What follows belongs to an exercise in optimizing a design on an open flow for small area and a short achievable clock period; a production flow would make more cautious choices.
RTL that was checked went through simulation tests only; none was proved equivalent to the original.
Function not checked in run 2: the RTL went through the layout flow alone.
Power figures rest on the tool's default switching activity, not on a simulated workload. No driver is modelled on the clock port, so clocking that relies on it looks cheaper here than on a real chip.

==> flow/design.v, too long to show whole: its modules and the start of the top module <==
// module mul_A: 4529 lines
// module fa: 6 lines
// module ha: 6 lines
module mul_A (CLK, RESETn, a, b, y);
  // ...
==> flow/run.sh <==
#!/bin/bash
# synth_recipe.tcl (not shown) runs the flow's synth.tcl, then flattens the netlist and writes it again
# the make line also repeats each setting of config.mk as NAME=value (left out here)
make -C /OpenROAD-flow-scripts/flow DESIGN_CONFIG=/design/flow/config.mk WORK_HOME=/design/flow/orfs CLKGATE_MAP_FILE= SYNTH_SCRIPT=/design/flow/synth_recipe.tcl finish
==> flow/config.mk <==
export PLATFORM = sky130hd
export DESIGN_NAME = mul_A
export DESIGN_NICKNAME = mul_A
export VERILOG_FILES = /design/flow/design.v
export SDC_FILE = /design/flow/constraint.sdc
export NUM_CORES = 4
export LEC_CHECK = 0
export CAP_MARGIN = 20
export CORE_MARGIN = 2
export CORE_UTILIZATION = 55
export CTS_CLUSTER_DIAMETER = 70
export CTS_CLUSTER_SIZE = 32
export SETUP_SLACK_MARGIN = 2.85
export SLEW_MARGIN = 20
export SYNTH_HIERARCHICAL = 1
export SYNTH_MINIMUM_KEEP_SIZE = 0
==> flow/constraint.sdc <==
create_clock -name core_clock -period 5.0 [get_ports {CLK}]
set_input_delay 1.0000 -clock core_clock [delete_from_list [all_inputs] [get_ports {CLK}]]
set_output_delay 1.0000 -clock core_clock [all_outputs]
set_load 0.01 [all_outputs]
==> run summary, run 1 <==
total nets after synthesis=5,562; cell chosen for the clock root=sky130_fd_sc_hd__clkbuf_16; met3 WL=3.49 mm; power share of the sequential group=58.2%; Non-clock buffer share=2.35%; post-synthesis compound-gate area fraction=6.21%; CTS H-tree depth=4; count of plain and timing-repair buffers in the layout=198; TritonCTS clock tree=done; main combinational cell family by area after synthesis=adder cells; clk latency of the worst-skew pair=780 ps; total sequential power=32.9 mW; number of fill cells=10,500; final estimated routing congestion in global placement=0.792; fraction of layout cells with a size suffix above 1=8.98%; share of synthesized cell area in full adder, half adder and majority cells=14.6%; post-DR wirelength/cell=17.1 um; switching power=15.3 mW; DP Cell Count=6,657; DPL Wire Length=78.8 mm; Worst Path Class, Setup=flop to flop; top cell type by total area after synthesis=sky130_fd_sc_hd__dfxtp_1; most common library cell in the layout ignoring fill and taps=sky130_fd_sc_hd__dfxtp_1; count of pins on the block boundary=130; switching share of total power=27.1%; part of the total power dissipated in the clock network=21.8%; Async SR Flop Fraction=0%; routed metal-1 wirelength=51.3 mm; clock distribution area overhead in the final layout=5.36%; unrepaired setup endpoints after global routing=yes; Clock Skews=41.0 ps; Pint=41.3 mW; total number of nets in the final design=5,681; number of max-slew violations in the final report=0; maximum number of pins on one net before global-route repair=71; Via Count=33,600; final standard cell count with taps included and fillers excluded=6,894; synthesized cell area=75,400 sq um; post-route design area=83,400 sq um; I/O Buffers=129; final-layout clock buffer total=144; antenna violations before repair=1; post-synthesis sequential area ratio=69.2%; commonest non-fill, non-tap cells in the layout=sky130_fd_sc_hd__dfxtp_1 (2,552), sky130_fd_sc_hd__xnor2_1 (565), sky130_fd_sc_hd__a22oi_1 (496); run status=timing/DRC/antenna clean
==> run 2: changes to the inputs <==
--- a/flow/design.v
+++ b/flow/design.v
@@ -769,36 +769,16 @@
 	reg m7_60_0;
 	reg m7_60_1;
 	reg m7_61_0;
 	reg m7_61_1;
 	reg m7_62_0;
 	reg m7_62_1;
 	reg m7_63_0;
 	reg m7_63_1;
-	reg q8_28;
-	reg q8_29;
-	reg q8_30;
-	reg q8_31;
-	reg q8_32;
-	reg q8_33;
-	reg q8_34;
-	reg q8_35;
-	reg q8_36;
-	reg q8_37;
-	reg q8_38;
-	reg q8_39;
-	reg q8_40;
-	reg q8_41;
-	reg q8_42;
-	reg q8_43;
-	reg q8_44;
-	reg q8_45;
-	reg q8_46;
-	reg q8_47;
 	reg q8_0;
 	reg q8_1;
 	reg q8_2;
 	reg q8_3;
 	reg q8_4;
 	reg q8_5;
 	reg q8_6;
 	reg q8_7;
@@ -817,16 +797,45 @@
 	reg q8_20;
 	reg q8_21;
 	reg q8_22;
 	reg q8_23;
 	reg q8_24;
 	reg q8_25;
 	reg q8_26;
 	reg q8_27;
+	reg q8_28;
+	reg q8_29;
+	reg q8_30;
+	reg q8_31;
+	reg q8_32;
+	reg q8_33;
+	reg q8_34;
+	reg q8_35;
+	reg q8_36;
+	reg q8_37;
+	reg q8_38;
+	reg q8_39;
+	reg q8_ci;
+	reg q8_40_0;
+	reg q8_40_1;
+	reg q8_41_0;
+	reg q8_41_1;
+	reg q8_42_0;
+	reg q8_42_1;
+	reg q8_43_0;
+	reg q8_43_1;
+	reg q8_44_0;
+	reg q8_44_1;
+	reg q8_45_0;
+	reg q8_45_1;
+	reg q8_46_0;
+	reg q8_46_1;
+	reg q8_47_0;
+	reg q8_47_1;
 	reg q8_48_0;
 	reg q8_48_1;
 	reg q8_49_0;
 	reg q8_49_1;
 	reg q8_50_0;
 	reg q8_50_1;
 	reg q8_51_0;
 	reg q8_51_1;
@@ -849,18 +858,93 @@
 	reg q8_60_0;
 	reg q8_60_1;
 	reg q8_61_0;
 	reg q8_61_1;
 	reg q8_62_0;
 	reg q8_62_1;
 	reg q8_63_0;
 	reg q8_63_1;
-	reg q8_ci;
-	reg [63:0] p9;
+	reg q9_0;
+	reg q9_1;
+	reg q9_2;
+	reg q9_3;
+	reg q9_4;
+	reg q9_5;
+	reg q9_6;
+	reg q9_7;
+	reg q9_8;
+	reg q9_9;
+	reg q9_10;
+	reg q9_11;
+	reg q9_12;
+	reg q9_13;
+	reg q9_14;
+	reg q9_15;
+	reg q9_16;
+	reg q9_17;
+	reg q9_18;
+	reg q9_19;
+	reg q9_20;
+	reg q9_21;
+	reg q9_22;
+	reg q9_23;
+	reg q9_24;
+	reg q9_25;
+	reg q9_26;
+	reg q9_27;
+	reg q9_28;
+	reg q9_29;
+	reg q9_30;
+	reg q9_31;
+	reg q9_32;
+	reg q9_33;
+	reg q9_34;
+	reg q9_35;
+	reg q9_36;
+	reg q9_37;
+	reg q9_38;
+	reg q9_39;
+	reg q9_40;
+	reg q9_41;
+	reg q9_42;
+	reg q9_43;
+	reg q9_44;
+	reg q9_45;
+	reg q9_46;
+	reg q9_47;
+	reg q9_48;
+	reg q9_49;
+	reg q9_50;
+	reg q9_51;
+	reg q9_ci;
+	reg q9_52_0;
+	reg q9_52_1;
+	reg q9_53_0;
+	reg q9_53_1;
+	reg q9_54_0;
+	reg q9_54_1;
+	reg q9_55_0;
+	reg q9_55_1;
+	reg q9_56_0;
+	reg q9_56_1;
+	reg q9_57_0;
+	reg q9_57_1;
+	reg q9_58_0;
+	reg q9_58_1;
+	reg q9_59_0;
+	reg q9_59_1;
+	reg q9_60_0;
+	reg q9_60_1;
+	reg q9_61_0;
+	reg q9_61_1;
+	reg q9_62_0;
+	reg q9_62_1;
+	reg q9_63_0;
+	reg q9_63_1;
 	reg [63:0] p10;
 	reg [63:0] p11;
 	reg [63:0] p12;
 	reg [63:0] p13;
 	reg [63:0] p14;
 	reg [63:0] p15;
 	reg [63:0] p16;
 	reg [63:0] p17;
@@ -2509,18 +2593,19 @@
 	wire s1627;
 	wire c1628;
 	wire s1629;
 	wire c1630;
 	wire s1631;
 	wire c1632;
 	wire s1633;
 	wire c1634;
-	wire [20:0] sum1635;
-	wire [16:0] sum1636;
+	wire [13:0] sum1635;
+	wire [13:0] sum1636;
+	wire [13:0] sum1637;
 	wire [63:0] prod;
 	assign pp1 = (d0_o0 & b0[0]) ^ d0_n0;
 	assign pp2 = ((d0_o0 & b0[1]) | (d0_t0 & b0[0])) ^ d0_n0;
 	assign pp3 = ((d0_o0 & b0[2]) | (d0_t0 & b0[1])) ^ d0_n0;
 	assign pp4 = ((d0_o0 & b0[3]) | (d0_t0 & b0[2])) ^ d0_n0;
 	assign pp5 = ((d0_o0 & b0[4]) | (d0_t0 & b0[3])) ^ d0_n0;
 	assign pp6 = ((d0_o0 & b0[5]) | (d0_t0 & b0[4])) ^ d0_n0;
 	assign pp7 = ((d0_o0 & b0[6]) | (d0_t0 & b0[5])) ^ d0_n0;
@@ -3636,19 +3721,20 @@
 	fa us1621 (.a(s1619), .b(pp1358), .ci(pp1390), .s(s1621), .co(c1622));
 	fa us1623 (.a(c1614), .b(s1621), .ci(c1616), .s(s1623), .co(c1624));
 	fa us1625 (.a(nn1359), .b(pp1423), .ci(c1620), .s(s1625), .co(c1626));
 	fa us1627 (.a(pp1391), .b(s1625), .ci(c1622), .s(s1627), .co(c1628));
 	assign s1629 = ~pp1424;
 	assign c1630 = pp1424;
 	fa us1631 (.a(s1629), .b(pp1392), .ci(c1626), .s(s1631), .co(c1632));
 	fa us1633 (.a(nn1393), .b(pp1425), .ci(c1630), .s(s1633), .co(c1634));
-	assign sum1635 = {1'b0, {m7_47_0, m7_46_0, m7_45_0, m7_44_0, m7_43_0, m7_42_0, m7_41_0, m7_40_0, m7_39_0, m7_38_0, m7_37_0, m7_36_0, m7_35_0, m7_34_0, m7_33_0, m7_32_0, m7_31_0, m7_30_0, m7_29_0, m7_28_0}} + {1'b0, {m7_47_1, m7_46_1, m7_45_1, m7_44_1, m7_43_1, m7_42_1, m7_41_1, m7_40_1, m7_39_1, m7_38_1, m7_37_1, m7_36_1, m7_35_1, m7_34_1, m7_33_1, m7_32_1, m7_31_1, m7_30_1, m7_29_1, m7_28_1}};
-	assign sum1636 = {{q8_63_0, q8_62_0, q8_61_0, q8_60_0, q8_59_0, q8_58_0, q8_57_0, q8_56_0, q8_55_0, q8_54_0, q8_53_0, q8_52_0, q8_51_0, q8_50_0, q8_49_0, q8_48_0}, 1'b1} + {{q8_63_1, q8_62_1, q8_61_1, q8_60_1, q8_59_1, q8_58_1, q8_57_1, q8_56_1, q8_55_1, q8_54_1, q8_53_1, q8_52_1, q8_51_1, q8_50_1, q8_49_1, q8_48_1}, q8_ci};
-	assign prod = {sum1636[16], sum1636[15], sum1636[14], sum1636[13], sum1636[12], sum1636[11], sum1636[10], sum1636[9], sum1636[8], sum1636[7], sum1636[6], sum1636[5], sum1636[4], sum1636[3], sum1636[2], sum1636[1], q8_47, q8_46, q8_45, q8_44, q8_43, q8_42, q8_41, q8_40, q8_39, q8_38, q8_37, q8_36, q8_35, q8_34, q8_33, q8_32, q8_31, q8_30, q8_29, q8_28, q8_27, q8_26, q8_25, q8_24, q8_23, q8_22, q8_21, q8_20, q8_19, q8_18, q8_17, q8_16, q8_15, q8_14, q8_13, q8_12, q8_11, q8_10, q8_9, q8_8, q8_7, q8_6, q8_5, q8_4, q8_3, q8_2, q8_1, q8_0};
+	assign sum1635 = {1'b0, {m7_39_0, m7_38_0, m7_37_0, m7_36_0, m7_35_0, m7_34_0, m7_33_0, m7_32_0, m7_31_0, m7_30_0, m7_29_0, m7_28_0}, 1'b1} + {1'b0, {m7_39_1, m7_38_1, m7_37_1, m7_36_1, m7_35_1, m7_34_1, m7_33_1, m7_32_1, m7_31_1, m7_30_1, m7_29_1, m7_28_1}, 1'b0};
+	assign sum1636 = {1'b0, {q8_51_0, q8_50_0, q8_49_0, q8_48_0, q8_47_0, q8_46_0, q8_45_0, q8_44_0, q8_43_0, q8_42_0, q8_41_0, q8_40_0}, 1'b1} + {1'b0, {q8_51_1, q8_50_1, q8_49_1, q8_48_1, q8_47_1, q8_46_1, q8_45_1, q8_44_1, q8_43_1, q8_42_1, q8_41_1, q8_40_1}, q8_ci};
+	assign sum1637 = {1'b0, {q9_63_0, q9_62_0, q9_61_0, q9_60_0, q9_59_0, q9_58_0, q9_57_0, q9_56_0, q9_55_0, q9_54_0, q9_53_0, q9_52_0}, 1'b1} + {1'b0, {q9_63_1, q9_62_1, q9_61_1, q9_60_1, q9_59_1, q9_58_1, q9_57_1, q9_56_1, q9_55_1, q9_54_1, q9_53_1, q9_52_1}, q9_ci};
+	assign prod = {sum1637[12], sum1637[11], sum1637[10], sum1637[9], sum1637[8], sum1637[7], sum1637[6], sum1637[5], sum1637[4], sum1637[3], sum1637[2], sum1637[1], q9_51, q9_50, q9_49, q9_48, q9_47, q9_46, q9_45, q9_44, q9_43, q9_42, q9_41, q9_40, q9_39, q9_38, q9_37, q9_36, q9_35, q9_34, q9_33, q9_32, q9_31, q9_30, q9_29, q9_28, q9_27, q9_26, q9_25, q9_24, q9_23, q9_22, q9_21, q9_20, q9_19, q9_18, q9_17, q9_16, q9_15, q9_14, q9_13, q9_12, q9_11, q9_10, q9_9, q9_8, q9_7, q9_6, q9_5, q9_4, q9_3, q9_2, q9_1, q9_0};
 	always @(posedge CLK) begin
 		b0 <= b;
 		d0_n0 <= a[1];
 		d0_o0 <= a[0] ^ 1'b0;
 		d0_t0 <= (a[1] & ~a[0] & ~1'b0) | (~a[1] & a[0] & 1'b0);
 		d0_n1 <= a[3];
 		d0_o1 <= a[2] ^ a[1];
 		d0_t1 <= (a[3] & ~a[2] & ~a[1]) | (~a[3] & a[2] & a[1]);
@@ -4411,36 +4497,16 @@
 		m7_60_0 <= c1618;
 		m7_60_1 <= s1623;
 		m7_61_0 <= c1624;
 		m7_61_1 <= s1627;
 		m7_62_0 <= c1628;
 		m7_62_1 <= s1631;
 		m7_63_0 <= c1632;
 		m7_63_1 <= s1633;
-		q8_28 <= sum1635[0];
-		q8_29 <= sum1635[1];
-		q8_30 <= sum1635[2];
-		q8_31 <= sum1635[3];
-		q8_32 <= sum1635[4];
-		q8_33 <= sum1635[5];
-		q8_34 <= sum1635[6];
-		q8_35 <= sum1635[7];
-		q8_36 <= sum1635[8];
-		q8_37 <= sum1635[9];
-		q8_38 <= sum1635[10];
-		q8_39 <= sum1635[11];
-		q8_40 <= sum1635[12];
-		q8_41 <= sum1635[13];
-		q8_42 <= sum1635[14];
-		q8_43 <= sum1635[15];
-		q8_44 <= sum1635[16];
-		q8_45 <= sum1635[17];
-		q8_46 <= sum1635[18];
-		q8_47 <= sum1635[19];
 		q8_0 <= l7_0;
 		q8_1 <= l7_1;
 		q8_2 <= l7_2;
 		q8_3 <= l7_3;
 		q8_4 <= l7_4;
 		q8_5 <= l7_5;
 		q8_6 <= l7_6;
 		q8_7 <= l7_7;
@@ -4459,16 +4525,45 @@
 		q8_20 <= l7_20;
 		q8_21 <= l7_21;
 		q8_22 <= l7_22;
 		q8_23 <= l7_23;
 		q8_24 <= l7_24;
 		q8_25 <= l7_25;
 		q8_26 <= l7_26;
 		q8_27 <= l7_27;
+		q8_28 <= sum1635[1];
+		q8_29 <= sum1635[2];
+		q8_30 <= sum1635[3];
+		q8_31 <= sum1635[4];
+		q8_32 <= sum1635[5];
+		q8_33 <= sum1635[6];
+		q8_34 <= sum1635[7];
+		q8_35 <= sum1635[8];
+		q8_36 <= sum1635[9];
+		q8_37 <= sum1635[10];
+		q8_38 <= sum1635[11];
+		q8_39 <= sum1635[12];
+		q8_ci <= sum1635[13];
+		q8_40_0 <= m7_40_0;
+		q8_40_1 <= m7_40_1;
+		q8_41_0 <= m7_41_0;
+		q8_41_1 <= m7_41_1;
+		q8_42_0 <= m7_42_0;
+		q8_42_1 <= m7_42_1;
+		q8_43_0 <= m7_43_0;
+		q8_43_1 <= m7_43_1;
+		q8_44_0 <= m7_44_0;
+		q8_44_1 <= m7_44_1;
+		q8_45_0 <= m7_45_0;
+		q8_45_1 <= m7_45_1;
+		q8_46_0 <= m7_46_0;
+		q8_46_1 <= m7_46_1;
+		q8_47_0 <= m7_47_0;
+		q8_47_1 <= m7_47_1;
 		q8_48_0 <= m7_48_0;
 		q8_48_1 <= m7_48_1;
 		q8_49_0 <= m7_49_0;
 		q8_49_1 <= m7_49_1;
 		q8_50_0 <= m7_50_0;
 		q8_50_1 <= m7_50_1;
 		q8_51_0 <= m7_51_0;
 		q8_51_1 <= m7_51_1;
@@ -4491,19 +4586,94 @@
 		q8_60_0 <= m7_60_0;
 		q8_60_1 <= m7_60_1;
 		q8_61_0 <= m7_61_0;
 		q8_61_1 <= m7_61_1;
 		q8_62_0 <= m7_62_0;
 		q8_62_1 <= m7_62_1;
 		q8_63_0 <= m7_63_0;
 		q8_63_1 <= m7_63_1;
-		q8_ci <= sum1635[20];
-		p9 <= prod;
-		p10 <= p9;
+		q9_0 <= q8_0;
+		q9_1 <= q8_1;
+		q9_2 <= q8_2;
+		q9_3 <= q8_3;
+		q9_4 <= q8_4;
+		q9_5 <= q8_5;
+		q9_6 <= q8_6;
+		q9_7 <= q8_7;
+		q9_8 <= q8_8;
+		q9_9 <= q8_9;
+		q9_10 <= q8_10;
+		q9_11 <= q8_11;
+		q9_12 <= q8_12;
+		q9_13 <= q8_13;
+		q9_14 <= q8_14;
+		q9_15 <= q8_15;
+		q9_16 <= q8_16;
+		q9_17 <= q8_17;
+		q9_18 <= q8_18;
+		q9_19 <= q8_19;
+		q9_20 <= q8_20;
+		q9_21 <= q8_21;
+		q9_22 <= q8_22;
+		q9_23 <= q8_23;
+		q9_24 <= q8_24;
+		q9_25 <= q8_25;
+		q9_26 <= q8_26;
+		q9_27 <= q8_27;
+		q9_28 <= q8_28;
+		q9_29 <= q8_29;
+		q9_30 <= q8_30;
+		q9_31 <= q8_31;
+		q9_32 <= q8_32;
+		q9_33 <= q8_33;
+		q9_34 <= q8_34;
+		q9_35 <= q8_35;
+		q9_36 <= q8_36;
+		q9_37 <= q8_37;
+		q9_38 <= q8_38;
+		q9_39 <= q8_39;
+		q9_40 <= sum1636[1];
+		q9_41 <= sum1636[2];
+		q9_42 <= sum1636[3];
+		q9_43 <= sum1636[4];
+		q9_44 <= sum1636[5];
+		q9_45 <= sum1636[6];
+		q9_46 <= sum1636[7];
+		q9_47 <= sum1636[8];
+		q9_48 <= sum1636[9];
+		q9_49 <= sum1636[10];
+		q9_50 <= sum1636[11];
+		q9_51 <= sum1636[12];
+		q9_ci <= sum1636[13];
+		q9_52_0 <= q8_52_0;
+		q9_52_1 <= q8_52_1;
+		q9_53_0 <= q8_53_0;
+		q9_53_1 <= q8_53_1;
+		q9_54_0 <= q8_54_0;
+		q9_54_1 <= q8_54_1;
+		q9_55_0 <= q8_55_0;
+		q9_55_1 <= q8_55_1;
+		q9_56_0 <= q8_56_0;
+		q9_56_1 <= q8_56_1;
+		q9_57_0 <= q8_57_0;
+		q9_57_1 <= q8_57_1;
+		q9_58_0 <= q8_58_0;
+		q9_58_1 <= q8_58_1;
+		q9_59_0 <= q8_59_0;
+		q9_59_1 <= q8_59_1;
+		q9_60_0 <= q8_60_0;
+		q9_60_1 <= q8_60_1;
+		q9_61_0 <= q8_61_0;
+		q9_61_1 <= q8_61_1;
+		q9_62_0 <= q8_62_0;
+		q9_62_1 <= q8_62_1;
+		q9_63_0 <= q8_63_0;
+		q9_63_1 <= q8_63_1;
+		p10 <= prod;
 		p11 <= p10;
 		p12 <= p11;
 		p13 <= p12;
 		p14 <= p13;
 		p15 <= p14;
 		p16 <= p15;
 		p17 <= p16;
 		p18 <= p17;
==> flow/config.mk (replaced) <==
export PLATFORM = sky130hd
export DESIGN_NAME = mul_A
export DESIGN_NICKNAME = mul_A
export VERILOG_FILES = /design/flow/design.v
export SDC_FILE = /design/flow/constraint.sdc
export NUM_CORES = 4
export LEC_CHECK = 0
export CAP_MARGIN = 20
export CORE_MARGIN = 2
export CORE_UTILIZATION = 55
export CTS_CLUSTER_DIAMETER = 120
export CTS_CLUSTER_SIZE = 32
export SETUP_SLACK_MARGIN = 2.85
export SLEW_MARGIN = 20
export SYNTH_HIERARCHICAL = 1
export SYNTH_MINIMUM_KEEP_SIZE = 0
==> run summary, run 2 <==
commonest non-fill, non-tap cells in the layout=sky130_fd_sc_hd__dfxtp_1 (2,575), sky130_fd_sc_hd__xnor2_1 (555), sky130_fd_sc_hd__a22oi_1 (497); top cell type by total area after synthesis=sky130_fd_sc_hd__dfxtp_1; class of the most critical hold timing path=flop to flop; Max clock buf depth=3; vertical die dimension=374 um; worst reg2reg startpoint=q8_40_0$_DFF_P_; synth warn=7; slew of the pin with the lowest slew margin=817 ps; reg-to-reg setup timing slack=2830 ps; number of buffers and inverters on the critical path=0; Detail Route Antenna Nets=0; arrival time of data at the critical path endpoint=2780 ps; Final Hold Viols=0; width of the die=374 um; most common flop cell mapped by yosys=sky130_fd_sc_hd__dfxtp_1; number of search-and-repair iterations in the first detailed-routing pass=5; cell with the most instances after synthesis=sky130_fd_sc_hd__dfxtp_1; unrepaired setup endpoints after global routing=yes; total clock buffers created by CTS=92; TritonCTS Sinks=2,625; top-area cell type share of the netlist area=69.7%; wire length of the first global-routing pass=180 mm; pwr dens=651 nW/um^2; total number of nets in the final design=5,618 (-1.1%); r2r worst-path depth=7; Worst Path Class, Setup=flop to flop; CP Max Fanout=2; fraction of layout cells with a size suffix above 1=6.89% (-2.1 points); Via Count=32,900 (-1.8%); cell family with the largest share of critical-path delay=compound AO/OA/AOI/OAI gates; Placement Setup Slack=2240 ps; final estimated routing congestion in global placement=0.792 (about the same); worst-case hold path end point=p22[4]$_DFF_P_; mean instance size in the synthesized netlist=15.4 sq um; DPL Wire Length=73.7 mm (-6.4%); setup TNS=0 ps; cell chosen for the clock root=sky130_fd_sc_hd__clkbuf_16; run status=timing/DRC/antenna clean; TritonCTS clock tree=done; DRC violation total after the first TritonRoute iteration=1,646; Worst VDD drop=411 uV; required time worst endpoint=5610 ps; Fmax=460 MHz; initial core utilization=55.5%; standard cell core area=136,000 sq um; crit path cell chain=ha_4 -> a21oi_2 -> nor2b_2 -> a311o_2 -> a221o_2 -> a221o_1 -> a21o_1; sequential cell area=52,600 sq um; vias per cell=4.87; final number of setup-violating endpoints=0; GRT overflow=0; fin worst setup slack=2830 ps; number of core rows=135; ranking of synthesized cells by area=sky130_fd_sc_hd__dfxtp_1 (70%), sky130_fd_sc_hd__fa_1 (13%), sky130_fd_sc_hd__xnor2_1 (6.6%); I/O Buffers=129 (unchanged); Clock Skews=24.3 ps (-16.7 ps); Worst Min Path Start=p21[4]$_DFF_P_; hold buffer count at cts=0; instance count along the most critical hold path=0; synthesized cell area=75,400 sq um (about the same); Antenna diodes=0; post-synthesis sequential area ratio=69.7% (+0.53 points); Async SR Flop Fraction=0% (unchanged); element type at the critical path start=flop; Min Clock Period, post-route=2170 ps; number of fill cells=10,600 (+0.74%); overall track demand over capacity in global routing=15.8%; number of DRC violations after detailed routing=0; post-route design area=81,500 sq um (-2.3%); Worst-path clk slew=110 ps; Gate Count Post-Synth=4,885; Area Growth Syn to Fin=8.01%; Static Leak=32.7 nW; antenna violations before repair=1 (unchanged); CTS H-tree depth=3 (-1); maximum number of pins on one net before global-route repair=71 (unchanged); number of synthesized flops with an enable pin=0; most common library cell in the layout ignoring fill and taps=sky130_fd_sc_hd__dfxtp_1; count of pins on the block boundary=130 (unchanged); delay of the slowest cell on the worst path=390 ps; post-DR wirelength/cell=16.3 um (-4.2%); post-place instance area=78,500 sq um; maximum capacitance violations=0; number of max-slew violations in the final report=0 (unchanged); final routed wirelength across all metal layers=110 mm; slowest library cell on the worst path=sky130_fd_sc_hd__a221o_2; Seq cells post-synth=2,625; synth unique cells=40; relative slew slack=45.5%; total nets after synthesis=5,533 (-0.52%); area used by multi-input combinational logic=22,100 sq um; via count of the first global-routing pass=34,100; part of the cycle the worst path needs=43.4%; Synth top cells by count=sky130_fd_sc_hd__dfxtp_1 (2,625), sky130_fd_sc_hd__xnor2_1 (564), sky130_fd_sc_hd__a22oi_1 (497), sky130_fd_sc_hd__fa_1 (494), sky130_fd_sc_hd__clkbuf_1 (146); number of cells on the critical path=7; worst r2r dst=q9_ci$_DFF_P_; endpoint kind of the worst setup timing path=flop; Die ar.=140,000 sq um; clk latency of the worst-skew pair=720 ps (-60 ps)
[run 2: cell count changes in the layout (fill, tap and decap cells not counted), sizes merged, moves of 5 or more]
| cell | change |
|---|---|
| bufinv | -8 |
| clkbuf | -47 |
| o21ai | -10 |
| a21o | +10 |
| a2111oi | -5 |
| nand2 | -8 |
| dfxtp | +21 |
| clkinv | -27 |
| clkinvlp | -5 |
| inv | -30 |
| nand2b | -5 |
[run 2: worst max-delay path by stage]
stage                    startpoint         endpoint  slack [ps]
finish              q8_40_0$_DFF_P_    q9_ci$_DFF_P_        2830
global route          y[19]$_DFF_P_            y[19]        2760
CTS                   y[22]$_DFF_P_            y[22]        2750
detailed placement   d6_p16$_DFF_P_  m7_38_1$_DFF_P_        2240
global placement     d6_t14$_DFF_P_  m7_49_1$_DFF_P_        2290
floorplan            d6_p16$_DFF_P_  m7_37_1$_DFF_P_        2850
[run 2: what timing repair did]
action / CTS / global route
cloned: 1 / 0
pin swaps: 8 / 17
resized for setup: 325 / 86
endpoints found under the hold margin: 0 / 0
endpoints found under the setup margin: 439 / 219
setup buffers: 11 / 13
[run 2: area by class of cell]
| type | count | share of cell area (%) |
|---|---|---|
| Timing Repair Buffer | 200 | 2.27 |
| Sequential cell | 2625 | 64.6 |
| Inverter | 48 | 0.221 |
| Clock inverter | 6 | 0.117 |
| Tap cell | 1781 | 2.74 |
| Multi-Input combinational cell | 2003 | 27.1 |
| Clock buffer | 97 | 2.91 |
[run 2: cell families after synthesis]
family                     synth area share, %
AOI/OAI and AO/OA                         5.95
xor gates and xnor gates                  6.90
adders and majority gates                 14.6
buffers and inverters                     1.33
DFF                                       69.7
muxes                                   0.0133
and+or+nand+nor                           1.56
[run 2: per-stage QoR]
| step | total power, mW | instances | hold WS [ps] | utilization (%) |
|---|---|---|---|---|
| detailed placement | 44.5 | 6632 | 312 | 57.8 |
| floorplan | 40.3 | 4885 | 310 | - |
| global route | 56.9 | 6760 | 324 | 60.0 |
| CTS | 53.8 | 6747 | 315 | 59.7 |
| finish | 53.0 | 6760 | 324 | 60.0 |
| global placement | 43.9 | 6631 | 310 | 57.8 |
[run 2: power breakdown]
group          leakage [nW]  internal, mW  switching [mW]
clock network          1.21          3.46            5.68
registers              22.1          30.4            2.70
logic                  9.37          5.24            5.48
[run 2: routing by layer]
layer  up-vias  global-route usage (%)  part of all wire [%]
li1      16000                       -                     -
met1     16300                    19.8                    44
met2       479                    28.0                    50
met3       172                    2.11                   3.1
met4         0                    5.22                   2.5
met5         -                       0                     0
[run 2: modules after synthesis, one instance, submodules excluded]
module,cells,area (sq um),flops+latches
fa,1,20.0,0
ha,1,12.5,0
mul_A,4375,65400,2625

==> static timing again, ports no longer ideal <==
The results above use ideal ports. As a check the final layouts listed here were re-extracted and re-timed, cells and wires unchanged. Step 1 sets driving cells, clkbuf_16 on the clock port and buf_2 on the other inputs (assumed; they add their load-dependent delay and slew). Step 2 also shifts input and output timing later by t, the mid clock arrival at the registers, as if the neighbouring blocks saw the same clock. Slacks: no drivers / after step 1 / after step 2; pairs: no drivers / after step 1.
run | t (ns) | setup WS [ns] | worst setup path at the end | latest minus earliest clock arrival (ns) | worst register clock-pin slew, ns
run 1 | 0.834 | 2.774 / 2.701 / 2.774 | register to register | 0.044 / 0.044 | 0.11 / 0.11
run 2 | 0.782 | 2.828 / 2.761 / 2.828 | register to register | 0.036 / 0.036 | 0.12 / 0.12
After both steps setup and hold are still met in every run listed.
